This design comes from an exercise in tuning for small area and a short achievable clock period on the open sky130 flow, not from production work.
Only simulation tests tie the RTL to the original design; equivalence was not proved.

--- flow/design.v ---
module NOT16(a, y);
	input [15:0] a;
	output [15:0] y;
	assign y = ~a;
endmodule
module FA(A,B,C,sum, carry);
	input A,B,C;
	output sum,carry;
	assign sum = A^B^C;
	assign carry = (A&B) | (B&C) | (C&A);
endmodule
module HA(A,B,sum, carry);
	input A,B;
	output sum,carry;
	assign sum = A^B;
	assign carry = A&B;
endmodule
module MAC(A,B,out,clk,reset);
	input [15:0] A,B;
	input clk,reset;
	output [35:0] out;
	reg [35:0] acc;
	wire [35:0] nxt;
	always @(posedge clk or posedge reset)
	begin
		if(reset)
			acc <= 36'd0;
		else
			acc <= nxt;
	end
	assign out = acc;
	wire [255:0] pp;
	genvar gi;
	wire [15:0] An0, Bn0;
	NOT16 ina0(A, An0);
	NOT16 inb0(B, Bn0);
	wire [15:0] An1, Bn1;
	NOT16 ina1(A, An1);
	NOT16 inb1(B, Bn1);
	genvar gj;
	generate for (gi = 0; gi < 16; gi = gi + 1) begin : ppg
		for (gj = 0; gj < 16; gj = gj + 1) begin : ppc
			wire an, bn;
			assign an = (gi * 2 / 16 == 0) ? An0[gj] : An1[gj];
			assign bn = (gj * 2 / 16 == 0) ? Bn0[gi] : Bn1[gi];
			assign pp[16*gi+gj] = ~(an | bn);
		end
	end endgenerate
	wire hs1;
	wire hc2;
	wire fs3;
	wire fc4;
	wire hs5;
	wire hc6;
	wire fs7;
	wire fc8;
	wire fs9;
	wire fc10;
	wire hs11;
	wire hc12;
	wire fs13;
	wire fc14;
	wire fs15;
	wire fc16;
	wire fs17;
	wire fc18;
	wire hs19;
	wire hc20;
	wire fs21;
	wire fc22;
	wire fs23;
	wire fc24;
	wire fs25;
	wire fc26;
	wire fs27;
	wire fc28;
	wire hs29;
	wire hc30;
	wire fs31;
	wire fc32;
	wire fs33;
	wire fc34;
	wire fs35;
	wire fc36;
	wire fs37;
	wire fc38;
	wire fs39;
	wire fc40;
	wire hs41;
	wire hc42;
	wire fs43;
	wire fc44;
	wire fs45;
	wire fc46;
	wire fs47;
	wire fc48;
	wire fs49;
	wire fc50;
	wire fs51;
	wire fc52;
	wire fs53;
	wire fc54;
	wire hs55;
	wire hc56;
	wire fs57;
	wire fc58;
	wire fs59;
	wire fc60;
	wire fs61;
	wire fc62;
	wire fs63;
	wire fc64;
	wire fs65;
	wire fc66;
	wire fs67;
	wire fc68;
	wire fs69;
	wire fc70;
	wire hs71;
	wire hc72;
	wire fs73;
	wire fc74;
	wire fs75;
	wire fc76;
	wire fs77;
	wire fc78;
	wire fs79;
	wire fc80;
	wire fs81;
	wire fc82;
	wire fs83;
	wire fc84;
	wire fs85;
	wire fc86;
	wire fs87;
	wire fc88;
	wire hs89;
	wire hc90;
	wire fs91;
	wire fc92;
	wire fs93;
	wire fc94;
	wire fs95;
	wire fc96;
	wire fs97;
	wire fc98;
	wire fs99;
	wire fc100;
	wire fs101;
	wire fc102;
	wire fs103;
	wire fc104;
	wire fs105;
	wire fc106;
	wire fs107;
	wire fc108;
	wire hs109;
	wire hc110;
	wire fs111;
	wire fc112;
	wire fs113;
	wire fc114;
	wire fs115;
	wire fc116;
	wire fs117;
	wire fc118;
	wire fs119;
	wire fc120;
	wire fs121;
	wire fc122;
	wire fs123;
	wire fc124;
	wire fs125;
	wire fc126;
	wire fs127;
	wire fc128;
	wire fs129;
	wire fc130;
	wire hs131;
	wire hc132;
	wire fs133;
	wire fc134;
	wire fs135;
	wire fc136;
	wire fs137;
	wire fc138;
	wire fs139;
	wire fc140;
	wire fs141;
	wire fc142;
	wire fs143;
	wire fc144;
	wire fs145;
	wire fc146;
	wire fs147;
	wire fc148;
	wire fs149;
	wire fc150;
	wire fs151;
	wire fc152;
	wire fs153;
	wire fc154;
	wire hs155;
	wire hc156;
	wire fs157;
	wire fc158;
	wire fs159;
	wire fc160;
	wire fs161;
	wire fc162;
	wire fs163;
	wire fc164;
	wire fs165;
	wire fc166;
	wire fs167;
	wire fc168;
	wire fs169;
	wire fc170;
	wire fs171;
	wire fc172;
	wire fs173;
	wire fc174;
	wire fs175;
	wire fc176;
	wire fs177;
	wire fc178;
	wire fs179;
	wire fc180;
	wire hs181;
	wire hc182;
	wire fs183;
	wire fc184;
	wire fs185;
	wire fc186;
	wire fs187;
	wire fc188;
	wire fs189;
	wire fc190;
	wire fs191;
	wire fc192;
	wire fs193;
	wire fc194;
	wire fs195;
	wire fc196;
	wire fs197;
	wire fc198;
	wire fs199;
	wire fc200;
	wire fs201;
	wire fc202;
	wire fs203;
	wire fc204;
	wire fs205;
	wire fc206;
	wire fs207;
	wire fc208;
	wire hs209;
	wire hc210;
	wire fs211;
	wire fc212;
	wire fs213;
	wire fc214;
	wire fs215;
	wire fc216;
	wire fs217;
	wire fc218;
	wire fs219;
	wire fc220;
	wire fs221;
	wire fc222;
	wire fs223;
	wire fc224;
	wire fs225;
	wire fc226;
	wire fs227;
	wire fc228;
	wire fs229;
	wire fc230;
	wire fs231;
	wire fc232;
	wire fs233;
	wire fc234;
	wire fs235;
	wire fc236;
	wire fs237;
	wire fc238;
	wire hs239;
	wire hc240;
	wire fs241;
	wire fc242;
	wire fs243;
	wire fc244;
	wire fs245;
	wire fc246;
	wire fs247;
	wire fc248;
	wire fs249;
	wire fc250;
	wire fs251;
	wire fc252;
	wire fs253;
	wire fc254;
	wire fs255;
	wire fc256;
	wire fs257;
	wire fc258;
	wire fs259;
	wire fc260;
	wire fs261;
	wire fc262;
	wire fs263;
	wire fc264;
	wire fs265;
	wire fc266;
	wire fs267;
	wire fc268;
	wire hs269;
	wire hc270;
	wire fs271;
	wire fc272;
	wire fs273;
	wire fc274;
	wire fs275;
	wire fc276;
	wire fs277;
	wire fc278;
	wire fs279;
	wire fc280;
	wire fs281;
	wire fc282;
	wire fs283;
	wire fc284;
	wire fs285;
	wire fc286;
	wire fs287;
	wire fc288;
	wire fs289;
	wire fc290;
	wire fs291;
	wire fc292;
	wire fs293;
	wire fc294;
	wire fs295;
	wire fc296;
	wire fs297;
	wire fc298;
	wire fs299;
	wire fc300;
	wire fs301;
	wire fc302;
	wire fs303;
	wire fc304;
	wire fs305;
	wire fc306;
	wire fs307;
	wire fc308;
	wire fs309;
	wire fc310;
	wire fs311;
	wire fc312;
	wire fs313;
	wire fc314;
	wire fs315;
	wire fc316;
	wire fs317;
	wire fc318;
	wire fs319;
	wire fc320;
	wire fs321;
	wire fc322;
	wire fs323;
	wire fc324;
	wire fs325;
	wire fc326;
	wire fs327;
	wire fc328;
	wire fs329;
	wire fc330;
	wire fs331;
	wire fc332;
	wire fs333;
	wire fc334;
	wire fs335;
	wire fc336;
	wire fs337;
	wire fc338;
	wire fs339;
	wire fc340;
	wire fs341;
	wire fc342;
	wire fs343;
	wire fc344;
	wire fs345;
	wire fc346;
	wire fs347;
	wire fc348;
	wire fs349;
	wire fc350;
	wire fs351;
	wire fc352;
	wire fs353;
	wire fc354;
	wire fs355;
	wire fc356;
	wire fs357;
	wire fc358;
	wire fs359;
	wire fc360;
	wire fs361;
	wire fc362;
	wire fs363;
	wire fc364;
	wire fs365;
	wire fc366;
	wire fs367;
	wire fc368;
	wire fs369;
	wire fc370;
	wire fs371;
	wire fc372;
	wire fs373;
	wire fc374;
	wire fs375;
	wire fc376;
	wire fs377;
	wire fc378;
	wire fs379;
	wire fc380;
	wire fs381;
	wire fc382;
	wire fs383;
	wire fc384;
	wire fs385;
	wire fc386;
	wire fs387;
	wire fc388;
	wire fs389;
	wire fc390;
	wire fs391;
	wire fc392;
	wire fs393;
	wire fc394;
	wire fs395;
	wire fc396;
	wire fs397;
	wire fc398;
	wire fs399;
	wire fc400;
	wire fs401;
	wire fc402;
	wire fs403;
	wire fc404;
	wire fs405;
	wire fc406;
	wire fs407;
	wire fc408;
	wire fs409;
	wire fc410;
	wire fs411;
	wire fc412;
	wire fs413;
	wire fc414;
	wire fs415;
	wire fc416;
	wire fs417;
	wire fc418;
	wire fs419;
	wire fc420;
	wire fs421;
	wire fc422;
	wire fs423;
	wire fc424;
	wire fs425;
	wire fc426;
	wire fs427;
	wire fc428;
	wire fs429;
	wire fc430;
	wire fs431;
	wire fc432;
	wire fs433;
	wire fc434;
	wire fs435;
	wire fc436;
	wire fs437;
	wire fc438;
	wire fs439;
	wire fc440;
	wire fs441;
	wire fc442;
	wire fs443;
	wire fc444;
	wire fs445;
	wire fc446;
	wire fs447;
	wire fc448;
	wire fs449;
	wire fc450;
	wire fs451;
	wire fc452;
	wire fs453;
	wire fc454;
	wire fs455;
	wire fc456;
	wire fs457;
	wire fc458;
	wire fs459;
	wire fc460;
	wire fs461;
	wire fc462;
	wire fs463;
	wire fc464;
	wire fs465;
	wire fc466;
	wire fs467;
	wire fc468;
	wire fs469;
	wire fc470;
	wire fs471;
	wire fc472;
	wire fs473;
	wire fc474;
	wire fs475;
	wire fc476;
	wire fs477;
	wire fc478;
	wire fs479;
	wire fc480;
	wire g0_0;
	wire p0_0;
	wire g0_1;
	wire p0_1;
	wire g0_2;
	wire p0_2;
	wire g0_3;
	wire p0_3;
	wire g0_4;
	wire p0_4;
	wire g0_5;
	wire p0_5;
	wire g0_6;
	wire p0_6;
	wire g0_7;
	wire p0_7;
	wire g0_8;
	wire p0_8;
	wire g0_9;
	wire p0_9;
	wire g0_10;
	wire p0_10;
	wire g0_11;
	wire p0_11;
	wire g0_12;
	wire p0_12;
	wire g0_13;
	wire p0_13;
	wire g0_14;
	wire p0_14;
	wire g0_15;
	wire p0_15;
	wire g0_16;
	wire p0_16;
	wire g0_17;
	wire p0_17;
	wire g0_18;
	wire p0_18;
	wire g0_19;
	wire p0_19;
	wire g0_20;
	wire p0_20;
	wire g0_21;
	wire p0_21;
	wire g0_22;
	wire p0_22;
	wire g0_23;
	wire p0_23;
	wire g0_24;
	wire p0_24;
	wire g0_25;
	wire p0_25;
	wire g0_26;
	wire p0_26;
	wire g0_27;
	wire p0_27;
	wire g0_28;
	wire p0_28;
	wire g0_29;
	wire p0_29;
	wire g0_30;
	wire p0_30;
	wire g0_31;
	wire p0_31;
	wire g0_32;
	wire p0_32;
	wire g0_33;
	wire p0_33;
	wire g0_34;
	wire p0_34;
	wire g0_35;
	wire p0_35;
	wire G481;
	wire P481;
	wire G482;
	wire P482;
	wire G483;
	wire P483;
	wire G484;
	wire P484;
	wire G485;
	wire P485;
	wire G486;
	wire P486;
	wire G487;
	wire P487;
	wire G488;
	wire P488;
	wire G489;
	wire P489;
	wire G490;
	wire P490;
	wire G491;
	wire P491;
	wire G492;
	wire P492;
	wire G493;
	wire P493;
	wire G494;
	wire P494;
	wire G495;
	wire P495;
	wire G496;
	wire P496;
	wire G497;
	wire P497;
	wire G498;
	wire P498;
	wire G499;
	wire P499;
	wire G500;
	wire P500;
	wire G501;
	wire P501;
	wire G502;
	wire P502;
	wire G503;
	wire P503;
	wire G504;
	wire P504;
	wire G505;
	wire P505;
	wire G506;
	wire P506;
	wire G507;
	wire P507;
	wire G508;
	wire P508;
	wire G509;
	wire P509;
	wire G510;
	wire P510;
	wire G511;
	wire P511;
	wire G512;
	wire P512;
	wire G513;
	wire P513;
	wire G514;
	wire P514;
	wire G515;
	wire P515;
	wire G516;
	wire P516;
	wire G517;
	wire P517;
	wire G518;
	wire P518;
	wire G519;
	wire P519;
	wire G520;
	wire P520;
	wire G521;
	wire P521;
	wire G522;
	wire P522;
	wire G523;
	wire P523;
	wire G524;
	wire P524;
	wire G525;
	wire P525;
	wire G526;
	wire P526;
	wire G527;
	wire P527;
	wire G528;
	wire P528;
	wire G529;
	wire P529;
	wire G530;
	wire P530;
	wire G531;
	wire P531;
	wire G532;
	wire P532;
	wire G533;
	wire P533;
	wire G534;
	wire P534;
	wire G535;
	wire P535;
	wire G536;
	wire P536;
	wire G537;
	wire P537;
	wire G538;
	wire P538;
	wire G539;
	wire P539;
	wire G540;
	wire P540;
	wire G541;
	wire P541;
	wire G542;
	wire P542;
	wire G543;
	wire P543;
	wire G544;
	wire P544;
	wire G545;
	wire P545;
	wire G546;
	wire P546;
	wire G547;
	wire P547;
	wire G548;
	wire P548;
	wire G549;
	wire P549;
	wire G550;
	wire P550;
	wire G551;
	wire P551;
	wire G552;
	wire P552;
	wire G553;
	wire P553;
	wire G554;
	wire P554;
	HA h2(acc[1], pp[1], hs1, hc2);
	FA f4(acc[2], pp[2], pp[17], fs3, fc4);
	HA h6(pp[32], hc2, hs5, hc6);
	FA f8(acc[3], pp[3], pp[18], fs7, fc8);
	FA f10(pp[33], pp[48], fc4, fs9, fc10);
	HA h12(hc6, fs7, hs11, hc12);
	FA f14(acc[4], pp[4], pp[19], fs13, fc14);
	FA f16(pp[34], pp[49], pp[64], fs15, fc16);
	FA f18(fc8, fs13, fs15, fs17, fc18);
	HA h20(hc12, fc10, hs19, hc20);
	FA f22(acc[5], pp[5], pp[20], fs21, fc22);
	FA f24(pp[35], pp[50], pp[65], fs23, fc24);
	FA f26(pp[80], fc14, fc16, fs25, fc26);
	FA f28(fs21, fs23, fc18, fs27, fc28);
	HA h30(fs25, hc20, hs29, hc30);
	FA f32(acc[6], pp[6], pp[21], fs31, fc32);
	FA f34(pp[36], pp[51], pp[66], fs33, fc34);
	FA f36(pp[81], pp[96], fc22, fs35, fc36);
	FA f38(fc24, fs31, fs33, fs37, fc38);
	FA f40(fc26, fs35, fs37, fs39, fc40);
	HA h42(hc30, fc28, hs41, hc42);
	FA f44(acc[7], pp[7], pp[22], fs43, fc44);
	FA f46(pp[37], pp[52], pp[67], fs45, fc46);
	FA f48(pp[82], pp[97], pp[112], fs47, fc48);
	FA f50(fc32, fc34, fs43, fs49, fc50);
	FA f52(fs45, fs47, fc36, fs51, fc52);
	FA f54(fc38, fs49, fs51, fs53, fc54);
	HA h56(fc40, hc42, hs55, hc56);
	FA f58(acc[8], pp[8], pp[23], fs57, fc58);
	FA f60(pp[38], pp[53], pp[68], fs59, fc60);
	FA f62(pp[83], pp[98], pp[113], fs61, fc62);
	FA f64(pp[128], fc44, fc46, fs63, fc64);
	FA f66(fc48, fs57, fs59, fs65, fc66);
	FA f68(fs61, fc50, fs63, fs67, fc68);
	FA f70(fs65, fc52, fs67, fs69, fc70);
	HA h72(fc54, hc56, hs71, hc72);
	FA f74(acc[9], pp[9], pp[24], fs73, fc74);
	FA f76(pp[39], pp[54], pp[69], fs75, fc76);
	FA f78(pp[84], pp[99], pp[114], fs77, fc78);
	FA f80(pp[129], pp[144], fc58, fs79, fc80);
	FA f82(fc60, fc62, fs73, fs81, fc82);
	FA f84(fs75, fs77, fc64, fs83, fc84);
	FA f86(fc66, fs79, fs81, fs85, fc86);
	FA f88(fc68, fs83, fs85, fs87, fc88);
	HA h90(fc70, hc72, hs89, hc90);
	FA f92(acc[10], pp[10], pp[25], fs91, fc92);
	FA f94(pp[40], pp[55], pp[70], fs93, fc94);
	FA f96(pp[85], pp[100], pp[115], fs95, fc96);
	FA f98(pp[130], pp[145], pp[160], fs97, fc98);
	FA f100(fc74, fc76, fc78, fs99, fc100);
	FA f102(fs91, fs93, fs95, fs101, fc102);
	FA f104(fs97, fc80, fc82, fs103, fc104);
	FA f106(fs99, fs101, fc84, fs105, fc106);
	FA f108(fc86, fs103, fs105, fs107, fc108);
	HA h110(fc88, hc90, hs109, hc110);
	FA f112(acc[11], pp[11], pp[26], fs111, fc112);
	FA f114(pp[41], pp[56], pp[71], fs113, fc114);
	FA f116(pp[86], pp[101], pp[116], fs115, fc116);
	FA f118(pp[131], pp[146], pp[161], fs117, fc118);
	FA f120(pp[176], fc92, fc94, fs119, fc120);
	FA f122(fc96, fc98, fs111, fs121, fc122);
	FA f124(fs113, fs115, fs117, fs123, fc124);
	FA f126(fc100, fc102, fs119, fs125, fc126);
	FA f128(fs121, fs123, fc104, fs127, fc128);
	FA f130(fs125, fc106, fs127, fs129, fc130);
	HA h132(fc108, fs129, hs131, hc132);
	FA f134(acc[12], pp[12], pp[27], fs133, fc134);
	FA f136(pp[42], pp[57], pp[72], fs135, fc136);
	FA f138(pp[87], pp[102], pp[117], fs137, fc138);
	FA f140(pp[132], pp[147], pp[162], fs139, fc140);
	FA f142(pp[177], pp[192], fc112, fs141, fc142);
	FA f144(fc114, fc116, fc118, fs143, fc144);
	FA f146(fs133, fs135, fs137, fs145, fc146);
	FA f148(fs139, fc120, fc122, fs147, fc148);
	FA f150(fc124, fs141, fs143, fs149, fc150);
	FA f152(fs145, fc126, fs147, fs151, fc152);
	FA f154(fs149, fc128, fs151, fs153, fc154);
	HA h156(fc130, fs153, hs155, hc156);
	FA f158(acc[13], pp[13], pp[28], fs157, fc158);
	FA f160(pp[43], pp[58], pp[73], fs159, fc160);
	FA f162(pp[88], pp[103], pp[118], fs161, fc162);
	FA f164(pp[133], pp[148], pp[163], fs163, fc164);
	FA f166(pp[178], pp[193], pp[208], fs165, fc166);
	FA f168(fc134, fc136, fc138, fs167, fc168);
	FA f170(fc140, fs157, fs159, fs169, fc170);
	FA f172(fs161, fs163, fs165, fs171, fc172);
	FA f174(fc142, fc144, fc146, fs173, fc174);
	FA f176(fs167, fs169, fs171, fs175, fc176);
	FA f178(fc148, fc150, fs173, fs177, fc178);
	FA f180(fs175, fc152, fs177, fs179, fc180);
	HA h182(fc154, fs179, hs181, hc182);
	FA f184(acc[14], pp[14], pp[29], fs183, fc184);
	FA f186(pp[44], pp[59], pp[74], fs185, fc186);
	FA f188(pp[89], pp[104], pp[119], fs187, fc188);
	FA f190(pp[134], pp[149], pp[164], fs189, fc190);
	FA f192(pp[179], pp[194], pp[209], fs191, fc192);
	FA f194(pp[224], fc158, fc160, fs193, fc194);
	FA f196(fc162, fc164, fc166, fs195, fc196);
	FA f198(fs183, fs185, fs187, fs197, fc198);
	FA f200(fs189, fs191, fc168, fs199, fc200);
	FA f202(fc170, fc172, fs193, fs201, fc202);
	FA f204(fs195, fs197, fc174, fs203, fc204);
	FA f206(fs199, fc176, fs201, fs205, fc206);
	FA f208(fc178, fs203, fs205, fs207, fc208);
	HA h210(fc180, fs207, hs209, hc210);
	FA f212(acc[15], pp[15], pp[30], fs211, fc212);
	FA f214(pp[45], pp[60], pp[75], fs213, fc214);
	FA f216(pp[90], pp[105], pp[120], fs215, fc216);
	FA f218(pp[135], pp[150], pp[165], fs217, fc218);
	FA f220(pp[180], pp[195], pp[210], fs219, fc220);
	FA f222(pp[225], pp[240], fc184, fs221, fc222);
	FA f224(fc186, fc188, fc190, fs223, fc224);
	FA f226(fc192, fs211, fs213, fs225, fc226);
	FA f228(fs215, fs217, fs219, fs227, fc228);
	FA f230(fc194, fc196, fc198, fs229, fc230);
	FA f232(fs221, fs223, fs225, fs231, fc232);
	FA f234(fs227, fc200, fc202, fs233, fc234);
	FA f236(fs229, fs231, fc204, fs235, fc236);
	FA f238(fc206, fs233, fs235, fs237, fc238);
	HA h240(fc208, hc210, hs239, hc240);
	FA f242(acc[16], pp[31], pp[46], fs241, fc242);
	FA f244(pp[61], pp[76], pp[91], fs243, fc244);
	FA f246(pp[106], pp[121], pp[136], fs245, fc246);
	FA f248(pp[151], pp[166], pp[181], fs247, fc248);
	FA f250(pp[196], pp[211], pp[226], fs249, fc250);
	FA f252(pp[241], fc212, fc214, fs251, fc252);
	FA f254(fc216, fc218, fc220, fs253, fc254);
	FA f256(fs241, fs243, fs245, fs255, fc256);
	FA f258(fs247, fs249, fc222, fs257, fc258);
	FA f260(fc224, fc226, fc228, fs259, fc260);
	FA f262(fs251, fs253, fs255, fs261, fc262);
	FA f264(fc230, fs257, fc232, fs263, fc264);
	FA f266(fs259, fs261, fc234, fs265, fc266);
	FA f268(fs263, fc236, fs265, fs267, fc268);
	HA h270(fc238, fs267, hs269, hc270);
	FA f272(acc[17], pp[47], pp[62], fs271, fc272);
	FA f274(pp[77], pp[92], pp[107], fs273, fc274);
	FA f276(pp[122], pp[137], pp[152], fs275, fc276);
	FA f278(pp[167], pp[182], pp[197], fs277, fc278);
	FA f280(pp[212], pp[227], pp[242], fs279, fc280);
	FA f282(fc242, fc244, fc246, fs281, fc282);
	FA f284(fc248, fc250, fs271, fs283, fc284);
	FA f286(fs273, fs275, fs277, fs285, fc286);
	FA f288(fs279, fc252, fc254, fs287, fc288);
	FA f290(fc256, fs281, fs283, fs289, fc290);
	FA f292(fs285, fc258, fc260, fs291, fc292);
	FA f294(fs287, fc262, fs289, fs293, fc294);
	FA f296(fc264, fs291, fs293, fs295, fc296);
	FA f298(fc266, fs295, fc268, fs297, fc298);
	FA f300(acc[18], pp[63], pp[78], fs299, fc300);
	FA f302(pp[93], pp[108], pp[123], fs301, fc302);
	FA f304(pp[138], pp[153], pp[168], fs303, fc304);
	FA f306(pp[183], pp[198], pp[213], fs305, fc306);
	FA f308(pp[228], pp[243], fc272, fs307, fc308);
	FA f310(fc274, fc276, fc278, fs309, fc310);
	FA f312(fc280, fs299, fs301, fs311, fc312);
	FA f314(fs303, fs305, fc282, fs313, fc314);
	FA f316(fc284, fc286, fs307, fs315, fc316);
	FA f318(fs309, fs311, fc288, fs317, fc318);
	FA f320(fs313, fc290, fs315, fs319, fc320);
	FA f322(fc292, fs317, fc294, fs321, fc322);
	FA f324(fs319, fc296, fs321, fs323, fc324);
	FA f326(acc[19], pp[79], pp[94], fs325, fc326);
	FA f328(pp[109], pp[124], pp[139], fs327, fc328);
	FA f330(pp[154], pp[169], pp[184], fs329, fc330);
	FA f332(pp[199], pp[214], pp[229], fs331, fc332);
	FA f334(pp[244], fc300, fc302, fs333, fc334);
	FA f336(fc304, fc306, fs325, fs335, fc336);
	FA f338(fs327, fs329, fs331, fs337, fc338);
	FA f340(fc308, fc310, fc312, fs339, fc340);
	FA f342(fs333, fs335, fs337, fs341, fc342);
	FA f344(fc314, fc316, fs339, fs343, fc344);
	FA f346(fs341, fc318, fc320, fs345, fc346);
	FA f348(fs343, fc322, fs345, fs347, fc348);
	FA f350(acc[20], pp[95], pp[110], fs349, fc350);
	FA f352(pp[125], pp[140], pp[155], fs351, fc352);
	FA f354(pp[170], pp[185], pp[200], fs353, fc354);
	FA f356(pp[215], pp[230], pp[245], fs355, fc356);
	FA f358(fc326, fc328, fc330, fs357, fc358);
	FA f360(fc332, fs349, fs351, fs359, fc360);
	FA f362(fs353, fs355, fc334, fs361, fc362);
	FA f364(fc336, fc338, fs357, fs363, fc364);
	FA f366(fs359, fc340, fs361, fs365, fc366);
	FA f368(fc342, fs363, fc344, fs367, fc368);
	FA f370(fs365, fc346, fs367, fs369, fc370);
	FA f372(acc[21], pp[111], pp[126], fs371, fc372);
	FA f374(pp[141], pp[156], pp[171], fs373, fc374);
	FA f376(pp[186], pp[201], pp[216], fs375, fc376);
	FA f378(pp[231], pp[246], fc350, fs377, fc378);
	FA f380(fc352, fc354, fc356, fs379, fc380);
	FA f382(fs371, fs373, fs375, fs381, fc382);
	FA f384(fc358, fc360, fs377, fs383, fc384);
	FA f386(fs379, fs381, fc362, fs385, fc386);
	FA f388(fc364, fs383, fc366, fs387, fc388);
	FA f390(fs385, fc368, fs387, fs389, fc390);
	FA f392(acc[22], pp[127], pp[142], fs391, fc392);
	FA f394(pp[157], pp[172], pp[187], fs393, fc394);
	FA f396(pp[202], pp[217], pp[232], fs395, fc396);
	FA f398(pp[247], fc372, fc374, fs397, fc398);
	FA f400(fc376, fs391, fs393, fs399, fc400);
	FA f402(fs395, fc378, fc380, fs401, fc402);
	FA f404(fc382, fs397, fs399, fs403, fc404);
	FA f406(fc384, fs401, fs403, fs405, fc406);
	FA f408(fc386, fs405, fc388, fs407, fc408);
	FA f410(acc[23], pp[143], pp[158], fs409, fc410);
	FA f412(pp[173], pp[188], pp[203], fs411, fc412);
	FA f414(pp[218], pp[233], pp[248], fs413, fc414);
	FA f416(fc392, fc394, fc396, fs415, fc416);
	FA f418(fs409, fs411, fs413, fs417, fc418);
	FA f420(fc398, fc400, fs415, fs419, fc420);
	FA f422(fs417, fc402, fc404, fs421, fc422);
	FA f424(fs419, fc406, fs421, fs423, fc424);
	FA f426(acc[24], pp[159], pp[174], fs425, fc426);
	FA f428(pp[189], pp[204], pp[219], fs427, fc428);
	FA f430(pp[234], pp[249], fc410, fs429, fc430);
	FA f432(fc412, fc414, fs425, fs431, fc432);
	FA f434(fs427, fc416, fc418, fs433, fc434);
	FA f436(fs429, fs431, fc420, fs435, fc436);
	FA f438(fs433, fc422, fs435, fs437, fc438);
	FA f440(acc[25], pp[175], pp[190], fs439, fc440);
	FA f442(pp[205], pp[220], pp[235], fs441, fc442);
	FA f444(pp[250], fc426, fc428, fs443, fc444);
	FA f446(fs439, fs441, fc430, fs445, fc446);
	FA f448(fc432, fs443, fc434, fs447, fc448);
	FA f450(fs445, fc436, fs447, fs449, fc450);
	FA f452(acc[26], pp[191], pp[206], fs451, fc452);
	FA f454(pp[221], pp[236], pp[251], fs453, fc454);
	FA f456(fc440, fc442, fs451, fs455, fc456);
	FA f458(fs453, fc444, fs455, fs457, fc458);
	FA f460(fc446, fs457, fc448, fs459, fc460);
	FA f462(acc[27], pp[207], pp[222], fs461, fc462);
	FA f464(pp[237], pp[252], fc452, fs463, fc464);
	FA f466(fc454, fs461, fc456, fs465, fc466);
	FA f468(fs463, fc458, fs465, fs467, fc468);
	FA f470(acc[28], pp[223], pp[238], fs469, fc470);
	FA f472(pp[253], fc462, fs469, fs471, fc472);
	FA f474(fc464, fs471, fc466, fs473, fc474);
	FA f476(acc[29], pp[239], pp[254], fs475, fc476);
	FA f478(fc470, fs475, fc472, fs477, fc478);
	FA f480(acc[30], pp[255], fc476, fs479, fc480);
	wire [35:0] r0, r1;
	assign r0[0] = acc[0];
	assign r1[0] = pp[0];
	assign r0[1] = pp[16];
	assign r1[1] = hs1;
	assign r0[2] = fs3;
	assign r1[2] = hs5;
	assign r0[3] = hs11;
	assign r1[3] = fs9;
	assign r0[4] = fs17;
	assign r1[4] = hs19;
	assign r0[5] = hs29;
	assign r1[5] = fs27;
	assign r0[6] = fs39;
	assign r1[6] = hs41;
	assign r0[7] = fs53;
	assign r1[7] = hs55;
	assign r0[8] = fs69;
	assign r1[8] = hs71;
	assign r0[9] = fs87;
	assign r1[9] = hs89;
	assign r0[10] = fs107;
	assign r1[10] = hs109;
	assign r0[11] = hc110;
	assign r1[11] = hs131;
	assign r0[12] = hc132;
	assign r1[12] = hs155;
	assign r0[13] = hc156;
	assign r1[13] = hs181;
	assign r0[14] = hc182;
	assign r1[14] = hs209;
	assign r0[15] = fs237;
	assign r1[15] = hs239;
	assign r0[16] = hc240;
	assign r1[16] = hs269;
	assign r0[17] = hc270;
	assign r1[17] = fs297;
	assign r0[18] = fs323;
	assign r1[18] = fc298;
	assign r0[19] = fc324;
	assign r1[19] = fs347;
	assign r0[20] = fc348;
	assign r1[20] = fs369;
	assign r0[21] = fc370;
	assign r1[21] = fs389;
	assign r0[22] = fc390;
	assign r1[22] = fs407;
	assign r0[23] = fs423;
	assign r1[23] = fc408;
	assign r0[24] = fc424;
	assign r1[24] = fs437;
	assign r0[25] = fc438;
	assign r1[25] = fs449;
	assign r0[26] = fc450;
	assign r1[26] = fs459;
	assign r0[27] = fs467;
	assign r1[27] = fc460;
	assign r0[28] = fc468;
	assign r1[28] = fs473;
	assign r0[29] = fs477;
	assign r1[29] = fc474;
	assign r0[30] = fs479;
	assign r1[30] = fc478;
	assign r0[31] = acc[31];
	assign r1[31] = fc480;
	assign r0[32] = acc[32];
	assign r1[32] = 1'b0;
	assign r0[33] = acc[33];
	assign r1[33] = 1'b0;
	assign r0[34] = acc[34];
	assign r1[34] = 1'b0;
	assign r0[35] = acc[35];
	assign r1[35] = 1'b0;
	assign g0_0 = r0[0] & r1[0];
	assign p0_0 = r0[0] ^ r1[0];
	assign g0_1 = r0[1] & r1[1];
	assign p0_1 = r0[1] ^ r1[1];
	assign g0_2 = r0[2] & r1[2];
	assign p0_2 = r0[2] ^ r1[2];
	assign g0_3 = r0[3] & r1[3];
	assign p0_3 = r0[3] ^ r1[3];
	assign g0_4 = r0[4] & r1[4];
	assign p0_4 = r0[4] ^ r1[4];
	assign g0_5 = r0[5] & r1[5];
	assign p0_5 = r0[5] ^ r1[5];
	assign g0_6 = r0[6] & r1[6];
	assign p0_6 = r0[6] ^ r1[6];
	assign g0_7 = r0[7] & r1[7];
	assign p0_7 = r0[7] ^ r1[7];
	assign g0_8 = r0[8] & r1[8];
	assign p0_8 = r0[8] ^ r1[8];
	assign g0_9 = r0[9] & r1[9];
	assign p0_9 = r0[9] ^ r1[9];
	assign g0_10 = r0[10] & r1[10];
	assign p0_10 = r0[10] ^ r1[10];
	assign g0_11 = r0[11] & r1[11];
	assign p0_11 = r0[11] ^ r1[11];
	assign g0_12 = r0[12] & r1[12];
	assign p0_12 = r0[12] ^ r1[12];
	assign g0_13 = r0[13] & r1[13];
	assign p0_13 = r0[13] ^ r1[13];
	assign g0_14 = r0[14] & r1[14];
	assign p0_14 = r0[14] ^ r1[14];
	assign g0_15 = r0[15] & r1[15];
	assign p0_15 = r0[15] ^ r1[15];
	assign g0_16 = r0[16] & r1[16];
	assign p0_16 = r0[16] ^ r1[16];
	assign g0_17 = r0[17] & r1[17];
	assign p0_17 = r0[17] ^ r1[17];
	assign g0_18 = r0[18] & r1[18];
	assign p0_18 = r0[18] ^ r1[18];
	assign g0_19 = r0[19] & r1[19];
	assign p0_19 = r0[19] ^ r1[19];
	assign g0_20 = r0[20] & r1[20];
	assign p0_20 = r0[20] ^ r1[20];
	assign g0_21 = r0[21] & r1[21];
	assign p0_21 = r0[21] ^ r1[21];
	assign g0_22 = r0[22] & r1[22];
	assign p0_22 = r0[22] ^ r1[22];
	assign g0_23 = r0[23] & r1[23];
	assign p0_23 = r0[23] ^ r1[23];
	assign g0_24 = r0[24] & r1[24];
	assign p0_24 = r0[24] ^ r1[24];
	assign g0_25 = r0[25] & r1[25];
	assign p0_25 = r0[25] ^ r1[25];
	assign g0_26 = r0[26] & r1[26];
	assign p0_26 = r0[26] ^ r1[26];
	assign g0_27 = r0[27] & r1[27];
	assign p0_27 = r0[27] ^ r1[27];
	assign g0_28 = r0[28] & r1[28];
	assign p0_28 = r0[28] ^ r1[28];
	assign g0_29 = r0[29] & r1[29];
	assign p0_29 = r0[29] ^ r1[29];
	assign g0_30 = r0[30] & r1[30];
	assign p0_30 = r0[30] ^ r1[30];
	assign g0_31 = r0[31] & r1[31];
	assign p0_31 = r0[31] ^ r1[31];
	assign g0_32 = r0[32] & r1[32];
	assign p0_32 = r0[32] ^ r1[32];
	assign g0_33 = r0[33] & r1[33];
	assign p0_33 = r0[33] ^ r1[33];
	assign g0_34 = r0[34] & r1[34];
	assign p0_34 = r0[34] ^ r1[34];
	assign g0_35 = r0[35] & r1[35];
	assign p0_35 = r0[35] ^ r1[35];
	assign G481 = g0_1 | (p0_1 & g0_0);
	assign P481 = p0_1 & p0_0;
	assign G482 = g0_2 | (p0_2 & G481);
	assign P482 = p0_2 & P481;
	assign G483 = g0_3 | (p0_3 & G482);
	assign P483 = p0_3 & P482;
	assign G484 = g0_4 | (p0_4 & G483);
	assign P484 = p0_4 & P483;
	assign G485 = g0_5 | (p0_5 & G484);
	assign P485 = p0_5 & P484;
	assign G486 = g0_6 | (p0_6 & G485);
	assign P486 = p0_6 & P485;
	assign G487 = g0_7 | (p0_7 & G486);
	assign P487 = p0_7 & P486;
	assign G488 = g0_8 | (p0_8 & G487);
	assign P488 = p0_8 & P487;
	assign G489 = g0_10 | (p0_10 & g0_9);
	assign P489 = p0_10 & p0_9;
	assign G490 = g0_12 | (p0_12 & g0_11);
	assign P490 = p0_12 & p0_11;
	assign G491 = g0_14 | (p0_14 & g0_13);
	assign P491 = p0_14 & p0_13;
	assign G492 = g0_16 | (p0_16 & g0_15);
	assign P492 = p0_16 & p0_15;
	assign G493 = g0_18 | (p0_18 & g0_17);
	assign P493 = p0_18 & p0_17;
	assign G494 = g0_20 | (p0_20 & g0_19);
	assign P494 = p0_20 & p0_19;
	assign G495 = g0_22 | (p0_22 & g0_21);
	assign P495 = p0_22 & p0_21;
	assign G496 = g0_24 | (p0_24 & g0_23);
	assign P496 = p0_24 & p0_23;
	assign G497 = g0_26 | (p0_26 & g0_25);
	assign P497 = p0_26 & p0_25;
	assign G498 = g0_28 | (p0_28 & g0_27);
	assign P498 = p0_28 & p0_27;
	assign G499 = g0_30 | (p0_30 & g0_29);
	assign P499 = p0_30 & p0_29;
	assign G500 = g0_32 | (p0_32 & g0_31);
	assign P500 = p0_32 & p0_31;
	assign G501 = g0_34 | (p0_34 & g0_33);
	assign P501 = p0_34 & p0_33;
	assign G502 = g0_9 | (p0_9 & G488);
	assign P502 = p0_9 & P488;
	assign G503 = G489 | (P489 & G488);
	assign P503 = P489 & P488;
	assign G504 = g0_13 | (p0_13 & G490);
	assign P504 = p0_13 & P490;
	assign G505 = G491 | (P491 & G490);
	assign P505 = P491 & P490;
	assign G506 = g0_17 | (p0_17 & G492);
	assign P506 = p0_17 & P492;
	assign G507 = G493 | (P493 & G492);
	assign P507 = P493 & P492;
	assign G508 = g0_21 | (p0_21 & G494);
	assign P508 = p0_21 & P494;
	assign G509 = G495 | (P495 & G494);
	assign P509 = P495 & P494;
	assign G510 = g0_25 | (p0_25 & G496);
	assign P510 = p0_25 & P496;
	assign G511 = G497 | (P497 & G496);
	assign P511 = P497 & P496;
	assign G512 = g0_29 | (p0_29 & G498);
	assign P512 = p0_29 & P498;
	assign G513 = G499 | (P499 & G498);
	assign P513 = P499 & P498;
	assign G514 = g0_33 | (p0_33 & G500);
	assign P514 = p0_33 & P500;
	assign G515 = G501 | (P501 & G500);
	assign P515 = P501 & P500;
	assign G516 = g0_11 | (p0_11 & G503);
	assign P516 = p0_11 & P503;
	assign G517 = G490 | (P490 & G503);
	assign P517 = P490 & P503;
	assign G518 = G504 | (P504 & G503);
	assign P518 = P504 & P503;
	assign G519 = G505 | (P505 & G503);
	assign P519 = P505 & P503;
	assign G520 = g0_19 | (p0_19 & G507);
	assign P520 = p0_19 & P507;
	assign G521 = G494 | (P494 & G507);
	assign P521 = P494 & P507;
	assign G522 = G508 | (P508 & G507);
	assign P522 = P508 & P507;
	assign G523 = G509 | (P509 & G507);
	assign P523 = P509 & P507;
	assign G524 = g0_27 | (p0_27 & G511);
	assign P524 = p0_27 & P511;
	assign G525 = G498 | (P498 & G511);
	assign P525 = P498 & P511;
	assign G526 = G512 | (P512 & G511);
	assign P526 = P512 & P511;
	assign G527 = G513 | (P513 & G511);
	assign P527 = P513 & P511;
	assign G528 = g0_35 | (p0_35 & G515);
	assign P528 = p0_35 & P515;
	assign G529 = g0_15 | (p0_15 & G519);
	assign P529 = p0_15 & P519;
	assign G530 = G492 | (P492 & G519);
	assign P530 = P492 & P519;
	assign G531 = G506 | (P506 & G519);
	assign P531 = P506 & P519;
	assign G532 = G507 | (P507 & G519);
	assign P532 = P507 & P519;
	assign G533 = G520 | (P520 & G519);
	assign P533 = P520 & P519;
	assign G534 = G521 | (P521 & G519);
	assign P534 = P521 & P519;
	assign G535 = G522 | (P522 & G519);
	assign P535 = P522 & P519;
	assign G536 = G523 | (P523 & G519);
	assign P536 = P523 & P519;
	assign G537 = g0_31 | (p0_31 & G527);
	assign P537 = p0_31 & P527;
	assign G538 = G500 | (P500 & G527);
	assign P538 = P500 & P527;
	assign G539 = G514 | (P514 & G527);
	assign P539 = P514 & P527;
	assign G540 = G515 | (P515 & G527);
	assign P540 = P515 & P527;
	assign G541 = G528 | (P528 & G527);
	assign P541 = P528 & P527;
	assign G542 = g0_23 | (p0_23 & G536);
	assign P542 = p0_23 & P536;
	assign G543 = G496 | (P496 & G536);
	assign P543 = P496 & P536;
	assign G544 = G510 | (P510 & G536);
	assign P544 = P510 & P536;
	assign G545 = G511 | (P511 & G536);
	assign P545 = P511 & P536;
	assign G546 = G524 | (P524 & G536);
	assign P546 = P524 & P536;
	assign G547 = G525 | (P525 & G536);
	assign P547 = P525 & P536;
	assign G548 = G526 | (P526 & G536);
	assign P548 = P526 & P536;
	assign G549 = G527 | (P527 & G536);
	assign P549 = P527 & P536;
	assign G550 = G537 | (P537 & G536);
	assign P550 = P537 & P536;
	assign G551 = G538 | (P538 & G536);
	assign P551 = P538 & P536;
	assign G552 = G539 | (P539 & G536);
	assign P552 = P539 & P536;
	assign G553 = G540 | (P540 & G536);
	assign P553 = P540 & P536;
	assign G554 = G541 | (P541 & G536);
	assign P554 = P541 & P536;
	assign nxt[0] = p0_0;
	assign nxt[1] = p0_1 ^ g0_0;
	assign nxt[2] = p0_2 ^ G481;
	assign nxt[3] = p0_3 ^ G482;
	assign nxt[4] = p0_4 ^ G483;
	assign nxt[5] = p0_5 ^ G484;
	assign nxt[6] = p0_6 ^ G485;
	assign nxt[7] = p0_7 ^ G486;
	assign nxt[8] = p0_8 ^ G487;
	assign nxt[9] = p0_9 ^ G488;
	assign nxt[10] = p0_10 ^ G502;
	assign nxt[11] = p0_11 ^ G503;
	assign nxt[12] = p0_12 ^ G516;
	assign nxt[13] = p0_13 ^ G517;
	assign nxt[14] = p0_14 ^ G518;
	assign nxt[15] = p0_15 ^ G519;
	assign nxt[16] = p0_16 ^ G529;
	assign nxt[17] = p0_17 ^ G530;
	assign nxt[18] = p0_18 ^ G531;
	assign nxt[19] = p0_19 ^ G532;
	assign nxt[20] = p0_20 ^ G533;
	assign nxt[21] = p0_21 ^ G534;
	assign nxt[22] = p0_22 ^ G535;
	assign nxt[23] = p0_23 ^ G536;
	assign nxt[24] = p0_24 ^ G542;
	assign nxt[25] = p0_25 ^ G543;
	assign nxt[26] = p0_26 ^ G544;
	assign nxt[27] = p0_27 ^ G545;
	assign nxt[28] = p0_28 ^ G546;
	assign nxt[29] = p0_29 ^ G547;
	assign nxt[30] = p0_30 ^ G548;
	assign nxt[31] = p0_31 ^ G549;
	assign nxt[32] = p0_32 ^ G550;
	assign nxt[33] = p0_33 ^ G551;
	assign nxt[34] = p0_34 ^ G552;
	assign nxt[35] = p0_35 ^ G553;
endmodule
--- flow/flow/run.sh ---
#!/bin/bash
# The standard layout (standard synthesis, floorplan, place, CTS, route) with two changes:
# repair_timing is asked for a larger setup slack than 0 (flow/setup_margin.txt) so that it
# keeps shortening the critical path, and the port buffers that every input and output gets
# are sky130_fd_sc_hd__buf_1 (flow/port_buffer.txt) instead of the delay cell buffer_ports
# picks by default; repair_timing then sizes the ones on critical paths.
# Make's full output goes to make_finish.log; each tool's own log is under orfs/logs/.
set -euo pipefail
MARGIN=$(cat flow/setup_margin.txt)
PBUF=$(cat flow/port_buffer.txt)
bash standard.sh SETUP_SLACK_MARGIN=$MARGIN "BUFFER_PORTS_ARGS=-buffer_cell $PBUF" finish > make_finish.log 2>&1
--- flow/flow/port_buffer.txt ---
sky130_fd_sc_hd__buf_1
--- flow/flow/setup_margin.txt ---
10.2
--- flow/standard.sh ---
#!/bin/bash
# synth_recipe.tcl (not shown) runs the flow's synth.tcl, then flattens the netlist and writes it again
# the make line also repeats each setting of config.mk as NAME=value (left out here)
make -C /OpenROAD-flow-scripts/flow DESIGN_CONFIG=/design/flow/config.mk WORK_HOME=/design/flow/orfs CLKGATE_MAP_FILE= SYNTH_SCRIPT=/design/flow/synth_recipe.tcl "${@:-finish}"
--- flow/config.mk ---
export PLATFORM = sky130hd
export DESIGN_NAME = MAC
export DESIGN_NICKNAME = MAC
export VERILOG_FILES = /design/flow/design.v
export SDC_FILE = /design/flow/constraint.sdc
export NUM_CORES = 4
export LEC_CHECK = 0
export CAP_MARGIN = 20
export CORE_MARGIN = 2
export CORE_UTILIZATION = 65
export CTS_BUF_LIST = sky130_fd_sc_hd__clkbuf_2 sky130_fd_sc_hd__clkbuf_4 sky130_fd_sc_hd__clkbuf_8
export SLEW_MARGIN = 20
export SYNTH_HIERARCHICAL = 1
export SYNTH_MINIMUM_KEEP_SIZE = 0
--- flow/constraint.sdc ---
create_clock -name core_clock -period 19.0 [get_ports {clk}]
set_input_delay 3.8000 -clock core_clock [delete_from_list [all_inputs] [get_ports {clk}]]
set_output_delay 3.8000 -clock core_clock [all_outputs]
set_load 0.01 [all_outputs]
==> notes.md, run 1 <==
* Fill cell count at 1005
* Top reg by flops: acc
* Max-Cap Viols at 0
* First-pass GRT wire length at 33.8 mm
* Critical path startpoint: A[2]
* RSZ-0062 raised after global routing: true
* Flop-to-flop setup slack at 13.76 ns
* Finished Cell Area at 0.00870 mm2
* Synth top area share at 0.567
* Hpwl dp at 18.2 mm
* Pin count of the biggest net entering global routing at 37
* Minimum clock period after layout at 8.71 ns
* Ys flop type: dfrtp_1
* Vias at 5922
* GRT Residual Overflow at 0
* Number of library cell types mapped by synthesis at 34
* Max H-tree Level at 2
* Largest register FFs at 36
* CTS tree: done
* CP peak stage delay at 0.52 ns
* # port buffers at 69
* Core ar. at 0.0126 mm2
* Slew Viols, Final at 0
* Crit-path cells: buf_1 -> inv_1 -> nor2_1 -> fa_1 -> fa_1 -> fa_1 -> fa_1 -> fa_1 -> fa_1 -> fa_1 -> ha_1 -> nand2_2 -> nor3_4 -> o21ai_4 -> a21o_1 -> fa_1 -> inv_1
* Post-synth EDFFs at 0
* Skew final at 0.0139 ns
* WP data arrival at 8.94 ns
* Largest area contributor in the netlist: fa_1
* R2R cell count at 14
* Post-place instance area at 0.00855 mm2
* Tightest Hold Check Type: reg -> reg
* Placed cell count at 1000
* Outcome: no timing/DRC/antenna violations
* Routed Wire Length at 21.7 mm
* Row count at 41
* Crit path to: acc[23]
* Endpoint type of the worst setup path: register
* Maximum fanout along the worst path at 8
* Final Non-Filler Cells at 1008
* Startpoint types: input port
* Clock-pin slew on the worst setup and hold paths at 0.10 ns
* Final Util at 0.692
* # diodes at 0
* Die ar. at 0.0137 mm2
* Top delay family on crit path: adder cells
* Slew HR at 0.643
* Reg2reg start: acc[13]
* Buf/Inv on CP at 3
* Initial Util at 0.663
* Avg Cell Area, Syn at 10.1 um2
* Fin nets at 1145
* Sequential share of the synthesized area at 0.108
* Yosys reg bits at 36
* WS Path Type: in -> reg
* Post-CTS Setup Bufs at 0
* Clock latency on the worst-skew pair at 0.32 ns
* Asr flop ratio synth at 1.00
* Placer's final routability congestion estimate at 0.971
* All-Layer GR Usage at 0.340
* WP data required at 19.22 ns
* CTS Buffer Depth at 2
* Vias in the first global route at 6439
* Net Count, Synth at 1136
* Drt pass-1 iters at 5
* Initial antenna violation count at 0
* Die Width at 117 um
* Reg-to-reg endpoint: acc[23]
* Setup violation total in the final timing report at 0
* Final ANT Viol Nets at 0
* Via density at 5.88
* Crit-path most repeated cell: fa_1
* Fraction of layout cells with a size suffix above 1 at 0.0550
* Setup TNS at 0 ns
* Cts bufs inserted at 5
* Syn Inst Count at 826
* Drt drc at 0
* Worst-margin pin slew at 0.536 ns
* CTS Hold Buffers Added at 0
* Synth Cell Area at 0.00834 mm2
* CTS Root Cell: clkbuf_8
* Final hold violations at 0
* # clock sinks at 36
* WL per Instance at 21.5 um
* Die H at 117 um
* Fmax achieved at 115 MHz
* Levels on crit path at 17
* Fin crit share at 0.459
* Yosys warnings at 7
* CP max stage cell: fa_1
* Largest regs: acc (36)
* Top cells by area, synth: fa_1, nor2_1, dfrtp_1
* Synthesis-to-finish area growth at 4.40%
* Ports at 70
* Iter 0 DRT Violations at 376
==> placed cells by master (no fill, tap or decap), types with 6 or more instances in the layout <==
cell,instances
nor2_1,265
xor2_1,8
dfrtp_1,36
nand2b_1,6
inv_1,72
ha_1,40
xnor2_1,14
fa_1,236
inv_2,17
a21oi_1,12
buf_1,69
nand2_1,11
==> per-layer routing <==
metal | vias up | wire (um) | GRT usage
met2 | 318 | 11100 | 0.571
li1 | 2440 | - | -
met3 | 77 | 1410 | 0.0499
met4 | 0 | 1120 | 0.170
met5 | - | 0 | 0
met1 | 3087 | 8080 | 0.435
==> synth_stat cells (2+ instances only) <==
master and number:
o21ai_1 4, o211ai_1 2, nor3_1 3, clkbuf_1 64
o21ai_2 2, xor2_1 8, nand2b_1 6, xnor2_1 14
buf_4 4, o31ai_1 2, o21ai_0 2, dfrtp_1 36
a21oi_1 17, inv_1 89, nand2_1 12, ha_1 40
nor2_1 267, fa_1 236, a21o_1 3
==> kinds of logic (layout without fill, tap and decap cells) <==
group	count (synthesis)	in the layout	synth area share
compound gates	40	40	0.0303
xor+xnor	22	22	0.0231
simple gates	295	295	0.139
flops	36	36	0.108
fa+ha+maj	276	276	0.627
buf+inv	157	167	0.0725
==> worst min path at each step <==
stage	start	end	slack [ns]	depth (start not counted)
after floorplan	acc[35]	acc[35]	0.45	1
after global placement	acc[35]	acc[35]	0.46	1
final	acc[35]	acc[35]	0.47	1
after global routing	acc[35]	acc[35]	0.48	1
after detailed placement	acc[35]	acc[35]	0.46	1
after CTS	acc[35]	acc[35]	0.48	1
==> Yosys stat by module (local to each module, per instance) <==
module	copies in the design	cells inside
NOT16	4	16
FA	224	1
HA	16	1
MAC	1	522
==> worst register-to-register path: cells and delay by family (launching register included) <==
family | cells | cell delay [ns]
adder cells (fa/ha/maj) | 9 | 3.93
flip-flops | 1 | 0.45
AO/OA/AOI/OAI | 2 | 0.37
AND/OR/NAND/NOR | 2 | 0.36
buffers and inverters | 1 | 0.04
==> per-stage QoR <==
step           hold WS [ns]  worst slack (ns)
5_1_grt               0.484             10.13
4_1_cts               0.478             10.22
2_1_floorplan         0.446             10.35
3_3_place_gp          0.459              9.78
3_5_place_dp          0.460              9.72
6_report              0.474             10.29
==> layout make-up <==
| cell class | count | area (um2) | share of cell area |
|---|---|---|---|
| clock inverters | 3 | 23.8 | 0.00273 |
| multi-input cells | 633 | 6890 | 0.792 |
| repair buffers | 70 | 267 | 0.0306 |
| well taps | 172 | 215 | 0.0247 |
| flip-flops and latches | 36 | 901 | 0.104 |
| inverters | 89 | 334 | 0.0384 |
| clock buffers | 5 | 68.8 | 0.00791 |
==> what timing repair did <==
action,in CTS,in global routing
setup endpoints to repair,8,18
resized for setup,14,17
pin swaps,0,1
==> run 2: changes to the inputs <==
--- a/flow/config.mk
+++ b/flow/config.mk
@@ -7,7 +7,7 @@
 export LEC_CHECK = 0
 export CAP_MARGIN = 20
 export CORE_MARGIN = 2
-export CORE_UTILIZATION = 65
+export CORE_UTILIZATION = 40
 export CTS_BUF_LIST = sky130_fd_sc_hd__clkbuf_2 sky130_fd_sc_hd__clkbuf_4 sky130_fd_sc_hd__clkbuf_8
 export SLEW_MARGIN = 20
 export SYNTH_HIERARCHICAL = 1
==> notes.md, run 2 <==
* Top reg by flops: acc
* Drt pass-1 iters at 5
* Synth Cell Area at 0.00834 mm2
* Fmax achieved at 116 MHz
* Yosys warnings at 7
* Clock latency on the worst-skew pair at 0.35 ns
* Fraction of layout cells with a size suffix above 1 at 0.0646
* CTS Root Cell: clkbuf_8
* Drt drc at 0
* Synth top area share at 0.567
* CTS Buffer Depth at 2
* Minimum clock period after layout at 8.65 ns
* Routed Wire Length at 20.6 mm
* Max-Cap Viols at 0
* Largest area contributor in the netlist: fa_1
* Place WS at 9.72 ns
* Worst hold slack at 0.480 ns
* Row count at 52
* WS Path Type: in -> reg
* # clock sinks at 36
* Outcome: no timing/DRC/antenna violations
* Yosys reg bits at 36
* Net Count, Synth at 1136
* First-pass GRT wire length at 33.5 mm
* Finished Cell Area at 0.00886 mm2
* Die ar. at 0.0220 mm2
* Maximum fanout along the worst path at 8
* Avg Cell Area, Syn at 10.1 um2
* Die H at 148 um
* WL per Instance at 18.6 um
* CP peak stage delay at 0.47 ns
* Ys flop type: dfrtp_1
* Sequential share of the synthesized area at 0.108
* Largest register FFs at 36
* Largest regs: acc (36)
* Most frequent cells in the layout: nor2_1, fa_1, buf_1, inv_1, ha_1
* Vias in the first global route at 6270
* Final ANT Viol Nets at 0
* Die Width at 148 um
* Top cells by area, synth: fa_1, nor2_1, dfrtp_1
* Endpoint type of the worst setup path: register
* CTS tree: done
* RSZ-0062 raised after global routing: false
* Most common cell after layout, fill and taps aside: nor2_1
* Hpwl dp at 17.6 mm
* Post-synth top cells: nor2_1, fa_1, inv_1
* GRT Residual Overflow at 0
* WP data required at 19.23 ns
* Initial antenna violation count at 0
* CTS Hold Buffers Added at 0
* Setup TNS at 0 ns
* Final hold violations at 0
* Vias at 5609
* Post-CTS Setup Bufs at 0
* Cell with the most instances after synthesis: nor2_1
* Slew Viols, Final at 0
* Post-place instance area at 0.00867 mm2
* WP data arrival at 8.89 ns
* Clock-pin slew on the worst setup and hold paths at 0.09 ns
* Fin crit share at 0.455
* Initial Util at 0.409
* Setup violation total in the final timing report at 0
* Ports at 70
* All-Layer GR Usage at 0.200
* Iter 0 DRT Violations at 248
* Post-synth EDFFs at 0
* # port buffers at 69
* Synthesis-to-finish area growth at 6.24%
* Worst-margin pin slew at 0.520 ns
* Asr flop ratio synth at 1.00
* Crit-path cells: buf_1 -> inv_1 -> nor2_1 -> fa_1 -> fa_1 -> fa_1 -> fa_1 -> fa_1 -> fa_1 -> fa_1 -> ha_1 -> nand2_2 -> o21ai_4 -> a21oi_1 -> o22a_2 -> o21ai_4 -> nand3_2 -> xnor2_1
* Placer's final routability congestion estimate at 0.890
* Number of library cell types mapped by synthesis at 34
* CP max stage cell: fa_1
* Pin count of the biggest net entering global routing at 37
* Tightest Hold Check Type: reg -> reg
* Crit-path most repeated cell: fa_1
* Slew HR at 0.653
* Core ar. at 0.0204 mm2
* Cts bufs inserted at 5
* # diodes at 0
* Max H-tree Level at 2
* Fin nets at 1145
* Final worst slack at 10.35 ns
* Syn Inst Count at 826
* Startpoint types: input port
* Skew final at 0.0135 ns
* Via density at 5.07
==> run 2: layout make-up <==
class,count,area [um2]
sequential,36,901
tap,270,338
multi-input combinational,633,6910
clock buffer,5,68.8
inverter,89,334
clock inverter,3,42.5
fill,1988,11500
timing repair buffer,70,267
==> run 2: final timing paths <==
kind	endpoint	slack (ns)	cells after the start	startpoint
min in group asynchronous	acc[27]	3.53	3	reset
max reg2reg	acc[35]	13.80	15	acc[13]
min	acc[35]	0.48	1	acc[35]
max	acc[35]	10.35	18	A[3]
min reg2reg	acc[35]	0.48	1	acc[35]
max in group asynchronous	acc[10]	15.11	3	reset
==> run 2: per-stage QoR <==
step	instances	util
2_1_floorplan	826	-
3_3_place_gp	1098	0.426
3_5_place_dp	1098	0.426
4_1_cts	1106	0.432
5_1_grt	1106	0.435
6_report	1106	0.435
==> run 2: worst max-delay path, delay by kind of cell <==
family                   cells  cell delay (ns)
adder cells (fa/ha/maj)      8             3.43
buffers and inverters        2             0.33
XOR/XNOR                     1             0.12
AND/OR/NAND/NOR              3             0.33
AO/OA/AOI/OAI                4             0.86
==> run 2: cell families (layout without fill, tap and decap cells) <==
family | Yosys count | in the layout | share of synthesized area
AO/OA/AOI/OAI | 40 | 40 | 0.0303
XOR/XNOR | 22 | 22 | 0.0231
adder cells (fa/ha/maj) | 276 | 276 | 0.627
buffers and inverters | 157 | 167 | 0.0725
flip-flops | 36 | 36 | 0.108
AND/OR/NAND/NOR | 295 | 295 | 0.139
==> run 2: per-module statistics from Yosys, one instance, submodules excluded <==
module | cells inside | copies in the design
NOT16 | 16 | 4
FA | 1 | 224
HA | 1 | 16
MAC | 522 | 1
==> run 2: what timing repair did <==
item                                    CTS  global route
endpoints found under the setup margin    6            15
pin swaps                                 0             2
resized for setup                         7            33
==> run 2: routing by layer <==
metal / global-route usage / wire length [um] / vias up / share of wire
li1: - / - / 2448 / -
met1: 0.279 / 8660 / 2937 / 0.42
met2: 0.329 / 10300 / 200 / 0.50
met3: 0.0353 / 1220 / 24 / 0.059
met4: 0.0505 / 418 / 0 / 0.020
met5: 0 / 0 / - / 0
==> run 3: changes to the inputs <==
==> flow/flow/setup_margin.txt (replaced) <==
10.1
==> notes.md, run 3 <==
* Outcome: no timing/DRC/antenna violations
* Iter 0 DRT Violations at 223
* Initial Util at 0.409
* Hpwl dp at 17.6 mm
* Skew final at 0.0135 ns
* Hold Path Cell Cnt at 1
* Syn Inst Count at 826
* R2R cell count at 15
* Placer's final routability congestion estimate at 0.890
* Setup violation total in the final timing report at 0
* Via density at 5.05
* Worst hold slack at 0.480 ns
* Top delay family on crit path: adder cells
* Maximum fanout along the worst path at 8
* Sequential share of the synthesized area at 0.108
* WS Path Type: in -> reg
* Ys flop type: dfrtp_1
* CP max stage cell: fa_1
* Cts bufs inserted at 5
* WL per Instance at 18.5 um
* Fin nets at 1145
* Crit-path most repeated cell: fa_1
* CP peak stage delay at 0.47 ns
* Synth Cell Area at 0.00834 mm2
* Clock latency on the worst-skew pair at 0.35 ns
* Avg Cell Area, Syn at 10.1 um2
* Vias at 5580
* Setup TNS at 0 ns
* Synthesis-to-finish area growth at 5.79%
* # port buffers at 69
* Largest area contributor in the netlist: fa_1
* Final ANT Viol Nets at 0
* Crit-path cells: buf_1 -> inv_1 -> nor2_1 -> fa_1 -> fa_1 -> fa_1 -> fa_1 -> fa_1 -> fa_1 -> fa_1 -> ha_1 -> nand2_1 -> o21ai_2 -> a21oi_1 -> o22a_2 -> o21ai_4 -> nand3_2 -> xnor2_1
* Flop-to-flop setup slack at 13.77 ns
* Slew HR at 0.659
* Top reg by flops: acc
* Tightest Hold Check Type: reg -> reg
* Core ar. at 0.0204 mm2
* WP data required at 19.23 ns
* Yosys warnings at 7
* Net Count, Synth at 1136
* Drt pass-1 iters at 4
* Fraction of layout cells with a size suffix above 1 at 0.0431
* RSZ-0062 raised after global routing: false
* Max-Cap Viols at 0
* Finished Cell Area at 0.00882 mm2
* Max H-tree Level at 2
* Synth top area share at 0.567
* Post-place instance area at 0.00867 mm2
* Row count at 52
* Asr flop ratio synth at 1.00
* Final hold violations at 0
* Die ar. at 0.0220 mm2
* Largest register FFs at 36
* Post-synth EDFFs at 0
* CTS Buffer Depth at 2
* Die H at 148 um
* Reg-to-reg endpoint: acc[35]
* Number of library cell types mapped by synthesis at 34
* Yosys reg bits at 36
* Fill cell count at 1993
* Hold Crit Start: acc[35]
* # diodes at 0
* Endpoint type of the worst setup path: register
* Final Util at 0.433
* Cell with the most instances after synthesis: nor2_1
* All-Layer GR Usage at 0.201
* Die Width at 148 um
* WP data arrival at 8.94 ns
* Buf/Inv on CP at 2
* Reg2reg start: acc[13]
* Ports at 70
* Initial antenna violation count at 0
* Routed Wire Length at 20.5 mm
* CTS tree: done
* GRT Residual Overflow at 0
* Hold EP: acc[35]
* Startpoint types: input port
* Top cells by area, synth: fa_1, nor2_1, dfrtp_1
* Most common cell after layout, fill and taps aside: nor2_1
* CTS Root Cell: clkbuf_8
* Pin count of the biggest net entering global routing at 37
* First-pass GRT wire length at 33.5 mm
* # clock sinks at 36
* Clock-pin slew on the worst setup and hold paths at 0.09 ns
* Fmax achieved at 115 MHz
* Vias in the first global route at 6270
* Slew Viols, Final at 0
* Drt drc at 0
* Largest regs: acc (36)
* Minimum clock period after layout at 8.71 ns
* Post-synth top cells: nor2_1, fa_1, inv_1
* Most frequent cells in the layout: nor2_1, fa_1, inv_1, buf_1, ha_1
* Fin crit share at 0.458
* Worst-margin pin slew at 0.512 ns
==> run 3: cell counts after synthesis <==
No cell type changed its count.
==> run 3: logic make-up after synthesis <==
kind of cell | synth area share
adder cells (fa/ha/maj) | 0.627
AO/OA/AOI/OAI | 0.0303
XOR/XNOR | 0.0231
buffers and inverters | 0.0725
flip-flops | 0.108
AND/OR/NAND/NOR | 0.139
==> run 3: stage by stage <==
| step | cells | setup slack (ns) |
|---|---|---|
| 5_1_grt | 1106 | 10.11 |
| 3_3_place_gp | 1098 | 9.68 |
| 4_1_cts | 1106 | 10.10 |
| 2_1_floorplan | 826 | 10.35 |
| 3_5_place_dp | 1098 | 9.72 |
| 6_report | 1106 | 10.29 |
==> run 3: how the worst max path moves through the flow <==
| stage | startpoint | end | slack (ns) | cells past startpoint |
|---|---|---|---|---|
| 2_1_floorplan | A[8] | acc[24] | 10.35 | 17 |
| 3_3_place_gp | B[0] | acc[30] | 9.68 | 18 |
| 3_5_place_dp | A[7] | acc[30] | 9.72 | 18 |
| 4_1_cts | B[0] | acc[35] | 10.10 | 18 |
| 5_1_grt | A[13] | acc[28] | 10.11 | 18 |
| 6_report | B[6] | acc[35] | 10.29 | 18 |
==> run 3: cell type report <==
class                      instances  area (um2)  area share
clock inverter                     3        42.5     0.00482
inverter                          89         334      0.0379
sequential                        36         901       0.102
tap                              270         338      0.0383
timing repair buffer              70         267      0.0302
clock buffer                       5        68.8     0.00780
multi-input combinational        633        6870       0.779
==> run 3: routing by layer <==
| metal | part of all wire | global-route usage | wire (um) | vias up |
|---|---|---|---|---|
| li1 | - | - | - | 2448 |
| met1 | 0.43 | 0.280 | 8710 | 2945 |
| met2 | 0.50 | 0.331 | 10300 | 165 |
| met3 | 0.052 | 0.0347 | 1070 | 22 |
| met4 | 0.020 | 0.0495 | 408 | 0 |
| met5 | 0 | 0 | 0 | - |
==> run 3: timing repair <==
item                       CTS  global route
setup endpoints to repair    2            13
pin swaps                    0             1
cloned                       0             0
resized for setup            1            18
setup buffers                0             0
hold buffers                 0             0
==> run 3: Yosys stat by module (local to each module, per instance) <==
module / cells inside / flops+latches / area [um2]
MAC: 522 / 36 / 3410
NOT16: 16 / 0 / 60.1
FA: 1 / 0 / 20.0
HA: 1 / 0 / 12.5

==> port drivers added, routing unchanged <==
How much do the figures lean on ideal ports? The routed layouts below were timed once more, with nothing changed but the port constraints. Step 1 (the two cells are an assumption about what drives the block):
set clk [get_ports {clk}]
set_driving_cell -lib_cell sky130_fd_sc_hd__clkbuf_16 $clk
set_driving_cell -lib_cell sky130_fd_sc_hd__buf_2 [delete_from_list [all_inputs] $clk]
Step 2, shift: input delay + t, output delay - t, t = (earliest + latest rising clock arrival at the registers) / 2. This alone moves slack from input paths to output paths. Three values: ideal ports, drivers, drivers and shift; two values: the first two.
run	t, ns	setup WS [ns]	slew at the worst register clock pin (ns)	worst slew at a driven data input, ns	cell pins on the clock port's net
run 1	0.352	10.288 / 10.305 / 9.953	0.10 / 0.10	0.06	1
run 2	0.381	10.347 / 10.364 / 9.983	0.10 / 0.10	0.05	1
run 3	0.380	10.292 / 10.305 / 9.925	0.10 / 0.10	0.05	1
After both steps setup and hold are still met in every run listed. For run 3, which loses most, drivers alone change the setup slack by +0.013 ns; drivers and shift together by -0.367 ns.
